Background: an optimization exercise with open tools, aiming at small area. Do not read the settings as production practice. Only simulation tests tie the RTL to the original design; equivalence was not proved. Power figures rest on the tool's default switching activity, not on a simulated workload.

==> flow/design.v <==
module full_adder(
	output	s,
	output	co,  
	input	a,
	input	b,
	input	ci	 
);
	wire x;
	wire y;
	wire z;
	assign x = a ^ b;
	assign s = x ^ ci;
	assign y = x & ci;
	assign z = a & b;
	assign co = y | z;
endmodule
module adder32b(
	output	[31:0]	s,
	output	co,  
	input	[31:0]	a,
	input	[31:0]	b,
	input	ci	 
);
	wire [31:0] carry;
	assign co = carry[31];
		full_adder g0(
			.a(a[0]),
			.b(b[0]),
			.s(s[0]),
			.ci(ci),
			.co(carry[0])
		);
		full_adder g1(
			.a(a[1]),
			.b(b[1]),
			.s(s[1]),
			.ci(carry[0]),
			.co(carry[1])
		);
		full_adder g2(
			.a(a[2]),
			.b(b[2]),
			.s(s[2]),
			.ci(carry[1]),
			.co(carry[2])
		);
		full_adder g3(
			.a(a[3]),
			.b(b[3]),
			.s(s[3]),
			.ci(carry[2]),
			.co(carry[3])
		);
		full_adder g4(
			.a(a[4]),
			.b(b[4]),
			.s(s[4]),
			.ci(carry[3]),
			.co(carry[4])
		);
		full_adder g5(
			.a(a[5]),
			.b(b[5]),
			.s(s[5]),
			.ci(carry[4]),
			.co(carry[5])
		);
		full_adder g6(
			.a(a[6]),
			.b(b[6]),
			.s(s[6]),
			.ci(carry[5]),
			.co(carry[6])
		);
		full_adder g7(
			.a(a[7]),
			.b(b[7]),
			.s(s[7]),
			.ci(carry[6]),
			.co(carry[7])
		);
		full_adder g8(
			.a(a[8]),
			.b(b[8]),
			.s(s[8]),
			.ci(carry[7]),
			.co(carry[8])
		);
		full_adder g9(
			.a(a[9]),
			.b(b[9]),
			.s(s[9]),
			.ci(carry[8]),
			.co(carry[9])
		);
		full_adder g10(
			.a(a[10]),
			.b(b[10]),
			.s(s[10]),
			.ci(carry[9]),
			.co(carry[10])
		);
		full_adder g11(
			.a(a[11]),
			.b(b[11]),
			.s(s[11]),
			.ci(carry[10]),
			.co(carry[11])
		);
		full_adder g12(
			.a(a[12]),
			.b(b[12]),
			.s(s[12]),
			.ci(carry[11]),
			.co(carry[12])
		);
		full_adder g13(
			.a(a[13]),
			.b(b[13]),
			.s(s[13]),
			.ci(carry[12]),
			.co(carry[13])
		);
		full_adder g14(
			.a(a[14]),
			.b(b[14]),
			.s(s[14]),
			.ci(carry[13]),
			.co(carry[14])
		);
		full_adder g15(
			.a(a[15]),
			.b(b[15]),
			.s(s[15]),
			.ci(carry[14]),
			.co(carry[15])
		);
		full_adder g16(
			.a(a[16]),
			.b(b[16]),
			.s(s[16]),
			.ci(carry[15]),
			.co(carry[16])
		);
		full_adder g17(
			.a(a[17]),
			.b(b[17]),
			.s(s[17]),
			.ci(carry[16]),
			.co(carry[17])
		);
		full_adder g18(
			.a(a[18]),
			.b(b[18]),
			.s(s[18]),
			.ci(carry[17]),
			.co(carry[18])
		);
		full_adder g19(
			.a(a[19]),
			.b(b[19]),
			.s(s[19]),
			.ci(carry[18]),
			.co(carry[19])
		);
		full_adder g20(
			.a(a[20]),
			.b(b[20]),
			.s(s[20]),
			.ci(carry[19]),
			.co(carry[20])
		);
		full_adder g21(
			.a(a[21]),
			.b(b[21]),
			.s(s[21]),
			.ci(carry[20]),
			.co(carry[21])
		);
		full_adder g22(
			.a(a[22]),
			.b(b[22]),
			.s(s[22]),
			.ci(carry[21]),
			.co(carry[22])
		);
		full_adder g23(
			.a(a[23]),
			.b(b[23]),
			.s(s[23]),
			.ci(carry[22]),
			.co(carry[23])
		);
		full_adder g24(
			.a(a[24]),
			.b(b[24]),
			.s(s[24]),
			.ci(carry[23]),
			.co(carry[24])
		);
		full_adder g25(
			.a(a[25]),
			.b(b[25]),
			.s(s[25]),
			.ci(carry[24]),
			.co(carry[25])
		);
		full_adder g26(
			.a(a[26]),
			.b(b[26]),
			.s(s[26]),
			.ci(carry[25]),
			.co(carry[26])
		);
		full_adder g27(
			.a(a[27]),
			.b(b[27]),
			.s(s[27]),
			.ci(carry[26]),
			.co(carry[27])
		);
		full_adder g28(
			.a(a[28]),
			.b(b[28]),
			.s(s[28]),
			.ci(carry[27]),
			.co(carry[28])
		);
		full_adder g29(
			.a(a[29]),
			.b(b[29]),
			.s(s[29]),
			.ci(carry[28]),
			.co(carry[29])
		);
		full_adder g30(
			.a(a[30]),
			.b(b[30]),
			.s(s[30]),
			.ci(carry[29]),
			.co(carry[30])
		);
		full_adder g31(
			.a(a[31]),
			.b(b[31]),
			.s(s[31]),
			.ci(carry[30]),
			.co(carry[31])
		);
endmodule
module smv16b(
	output	[15:0]	dout_inst,
	output	reg [15:0]	dout_avg,
	input 	[15:0]	din,
	input 	run,
	input	sysrst,
	input	clk
);
	localparam [5:0] S_IDLE = 6'd0;
	localparam [5:0] S_POLL = 6'd1;
	localparam [5:0] S_F1   = 6'd3;    
	localparam [5:0] S_F20  = 6'd22;   
	localparam [5:0] S_F34  = 6'd6;    
	localparam [3:0] C_0    = 4'd0;
	localparam [3:0] C_13   = 4'd4;
	reg [5:0]  t;
	reg [3:0]  c;
	reg        clr;     
	reg        pend;    
	reg [15:0] ring [0:13];
	reg [15:0] n_q, d;
	reg [19:0] acc;
	wire [15:0] tap = ring[13];
	wire [15:0] n   = ~n_q;
	wire rst   = ~sysrst;
	wire load  = (t == S_F1);
	wire swap  = pend & (c == C_0);
	wire cwrap = (c == C_13);
	wire keep  = ~swap & ~clr;
	wire n_din = sysrst & load;
	wire n_tap = sysrst & swap;
	wire n_hld = sysrst & ~load & ~swap;
	wire d_new = sysrst & load;
	wire d_hld = sysrst & ~load;
	wire [5:0] t_lfsr = {t[4:0], ~(t[5] ^ t[4])};
	wire [3:0] c_lfsr = {c[2:0], ~(c[3] ^ c[2])};
	wire        init = (t == S_F20);
	wire [19:0] opa  = ({20{init}} & {4'b0, d}) | ({20{~init}} & acc);
	wire [19:0] opb  = {4'b0, ({16{init}} & n) | ({16{~init}} & tap)};
	wire [19:0] sum;
	wire [20:0] cy;
	assign cy[0] = 1'b0;
	genvar k;
	generate
		for (k = 0; k < 20; k = k + 1) begin : g_add
			assign sum[k]  = opa[k] ^ opb[k] ^ cy[k];
			assign cy[k+1] = (opa[k] & opb[k]) | (opa[k] & cy[k]) | (opb[k] & cy[k]);
		end
	endgenerate
	assign dout_inst = d;
	integer i;
	always @(posedge clk) begin
		for (i = 13; i > 0; i = i - 1)
			ring[i] <= ring[i-1];
		ring[0] <= ({16{swap}} & n) | ({16{keep}} & tap);
	end
	always @(posedge clk) begin
		if (rst) begin
			t    <= S_IDLE;
			c    <= C_0;
			clr  <= 1'b1;
			pend <= 1'b0;
		end else begin
			if (t == S_F34)
				t <= S_POLL;
			else if (t == S_POLL && !run)
				t <= S_IDLE;
			else
				t <= t_lfsr;
			if (cwrap || swap)
				c <= C_0;
			else
				c <= c_lfsr;
			if (cwrap)
				clr <= 1'b0;
			if (load)
				pend <= 1'b1;
			else if (swap)
				pend <= 1'b0;
		end
	end
	always @(posedge clk) begin
		n_q <= ~(({16{n_din}} & din) | ({16{n_tap}} & tap) | ({16{n_hld}} & n));
		d   <= ({16{d_new}} & n) | ({16{d_hld}} & d);
	end
	always @(posedge clk) begin
		acc <= sum;
		if (t == S_F34 && sysrst)
			dout_avg <= sum[19:4];
	end
endmodule
Settings: LEC_CHECK=0, CAP_MARGIN=20, CORE_MARGIN=2, CORE_UTILIZATION=70, CTS_BUF_LIST=sky130_fd_sc_hd__clkbuf_8, CTS_CLUSTER_DIAMETER=60, CTS_CLUSTER_SIZE=19, PLACE_DENSITY=0.8, SETUP_SLACK_MARGIN=-0.3, SLEW_MARGIN=20; clock period 10.0 ns.
standard.sh (not shown) runs the stock make flow with config.mk's settings and CLKGATE_MAP_FILE= SYNTH_SCRIPT=/design/flow/synth_recipe.tcl, a recipe that flattens the netlist after the stock synthesis.
==> flow/flow/run.sh <==
#!/bin/bash
# The standard ORFS layout (standard.sh) with two changes:
#  - synthesis maps the combinational logic with an area-oriented ABC script
#    (flow/abc_area.script) instead of ORFS's speed script; everything else
#    in synthesis (incl. -nofsm -noshare, flatten, rename) is unchanged, so the
#    registers are the standard synthesis's;
#  - the port buffers inserted by buffer_ports use the smallest buffer cell.
# Each tool's output goes to a log file in this folder.
set -euo pipefail
W=$(pwd)
# synthesis script: synth_recipe.tcl, sourcing a copy of ORFS's synth.tcl whose
# abc call uses our ABC script
sed 's#^  log_cmd abc {\*}\$abc_args#  set abc_args [lreplace $abc_args 1 1 '"$W"'/flow/abc_area.script]\n  log_cmd abc {*}$abc_args#' \
  "$FLOW_HOME/scripts/synth.tcl" > "$W/synth_area.tcl"
grep -q "flow/abc_area.script" "$W/synth_area.tcl"
sed "s#source \$::env(SCRIPTS_DIR)/synth.tcl#source $W/synth_area.tcl#" synth_recipe.tcl > "$W/synth_recipe_area.tcl"
grep -q "synth_area.tcl" "$W/synth_recipe_area.tcl"
sed "s#SYNTH_SCRIPT=[^ ]*#SYNTH_SCRIPT=$W/synth_recipe_area.tcl#" standard.sh > "$W/standard_area.sh"
grep -q "synth_recipe_area.tcl" "$W/standard_area.sh"
export BUFFER_PORTS_ARGS="-buffer_cell sky130_fd_sc_hd__buf_1"
export CTS_ARGS="-sink_clustering_enable -repair_clock_nets -dont_use_dummy_load -buf_list {sky130_fd_sc_hd__clkbuf_4 sky130_fd_sc_hd__clkbuf_8} -sink_clustering_buffer sky130_fd_sc_hd__clkbuf_8 -root_buf sky130_fd_sc_hd__clkbuf_4 -sink_clustering_size 19 -sink_clustering_max_diameter 60"
bash "$W/standard_area.sh" > "$W/flow_orfs.log" 2>&1
==> flow/flow/abc_area.script <==
strash
dch -f
amap
topo
dnsize
Rerun with:
--- a/flow/config.mk
+++ b/flow/config.mk
@@ -13,4 +13,3 @@
 export CTS_CLUSTER_SIZE = 19
 export PLACE_DENSITY = 0.8
-export SETUP_SLACK_MARGIN = -0.3
 export SLEW_MARGIN = 20
After rerunning: The changed run passed the timing, design-rule and antenna checks; clock-buffer cell count stays the same; setup slack is better by 0.13 ns; routed wire length is lower by 3.7%; global-route usage is lower by 1.2 points; total power is lower by 0.33%; utilization is unchanged; sequential share of layout area does not change; synthesized area is unchanged.
Rerun with:
--- a/flow/config.mk
+++ b/flow/config.mk
@@ -12,4 +12,6 @@
 export CTS_CLUSTER_DIAMETER = 60
 export CTS_CLUSTER_SIZE = 19
+export GPL_ROUTABILITY_DRIVEN = 0
+export GPL_TIMING_DRIVEN = 0
 export PLACE_DENSITY = 0.8
 export SLEW_MARGIN = 20
Power hardly moves; sequential cell count stays the same; core utilization rises by 0.37 points; worst setup slack degrades by 0.22 ns; worst hold slack gets worse by 0.0096 ns; wire length went up slightly; sequential power barely changes; combinational power barely changes.
Rerun with:
--- a/flow/flow/run.sh
+++ b/flow/flow/run.sh
@@ -19,4 +19,4 @@
 grep -q "synth_recipe_area.tcl" "$W/standard_area.sh"
 export BUFFER_PORTS_ARGS="-buffer_cell sky130_fd_sc_hd__buf_1"
-export CTS_ARGS="-sink_clustering_enable -repair_clock_nets -dont_use_dummy_load -buf_list {sky130_fd_sc_hd__clkbuf_4 sky130_fd_sc_hd__clkbuf_8} -sink_clustering_buffer sky130_fd_sc_hd__clkbuf_8 -root_buf sky130_fd_sc_hd__clkbuf_4 -sink_clustering_size 19 -sink_clustering_max_diameter 60"
+export CTS_ARGS="-sink_clustering_enable -repair_clock_nets -dont_use_dummy_load -buf_list {sky130_fd_sc_hd__clkbuf_4 sky130_fd_sc_hd__clkbuf_8} -sink_clustering_buffer sky130_fd_sc_hd__clkbuf_8 -root_buf sky130_fd_sc_hd__clkbuf_4 -sink_clustering_size 20 -sink_clustering_max_diameter 50"
 bash "$W/standard_area.sh" > "$W/flow_orfs.log" 2>&1
--- a/flow/config.mk
+++ b/flow/config.mk
@@ -12,6 +12,4 @@
 export CTS_CLUSTER_DIAMETER = 60
 export CTS_CLUSTER_SIZE = 19
-export GPL_ROUTABILITY_DRIVEN = 0
-export GPL_TIMING_DRIVEN = 0
 export PLACE_DENSITY = 0.8
 export SLEW_MARGIN = 20
Sequential share of layout area rises by 0.36 points.
Via count decreases by 2.1%.
Cell count barely changes.
Clock skew is about the same.

-- afterwards: timing with drivers on the ports --
The results above use ideal ports. As a check the final layouts listed here were re-extracted and re-timed, cells and wires unchanged.
Step 1 (the two cells are an assumption about what drives the block):
set clk [get_ports {clk}]
set_driving_cell -lib_cell sky130_fd_sc_hd__clkbuf_16 $clk
set_driving_cell -lib_cell sky130_fd_sc_hd__buf_2 [delete_from_list [all_inputs] $clk]
Step 2 also shifts input and output timing later by t, the mid clock arrival at the registers, as if the neighbouring blocks saw the same clock.
Three values: ideal, step 1, step 2; two values: the first two.
run	shift t [ns]	setup slack, ns	worst setup path after step 2	worst register clock-pin slew, ns
the first run	0.637	0.458 / 0.458 / 0.458	register to register	0.12 / 0.12
the second run	0.627	0.592 / 0.592 / 0.592	register to register	0.11 / 0.11
the third run	0.635	0.371 / 0.371 / 0.371	register to register	0.11 / 0.11
the fourth run	0.607	0.639 / 0.639 / 0.639	register to register	0.11 / 0.11
After both steps setup and hold are still met in every run listed.
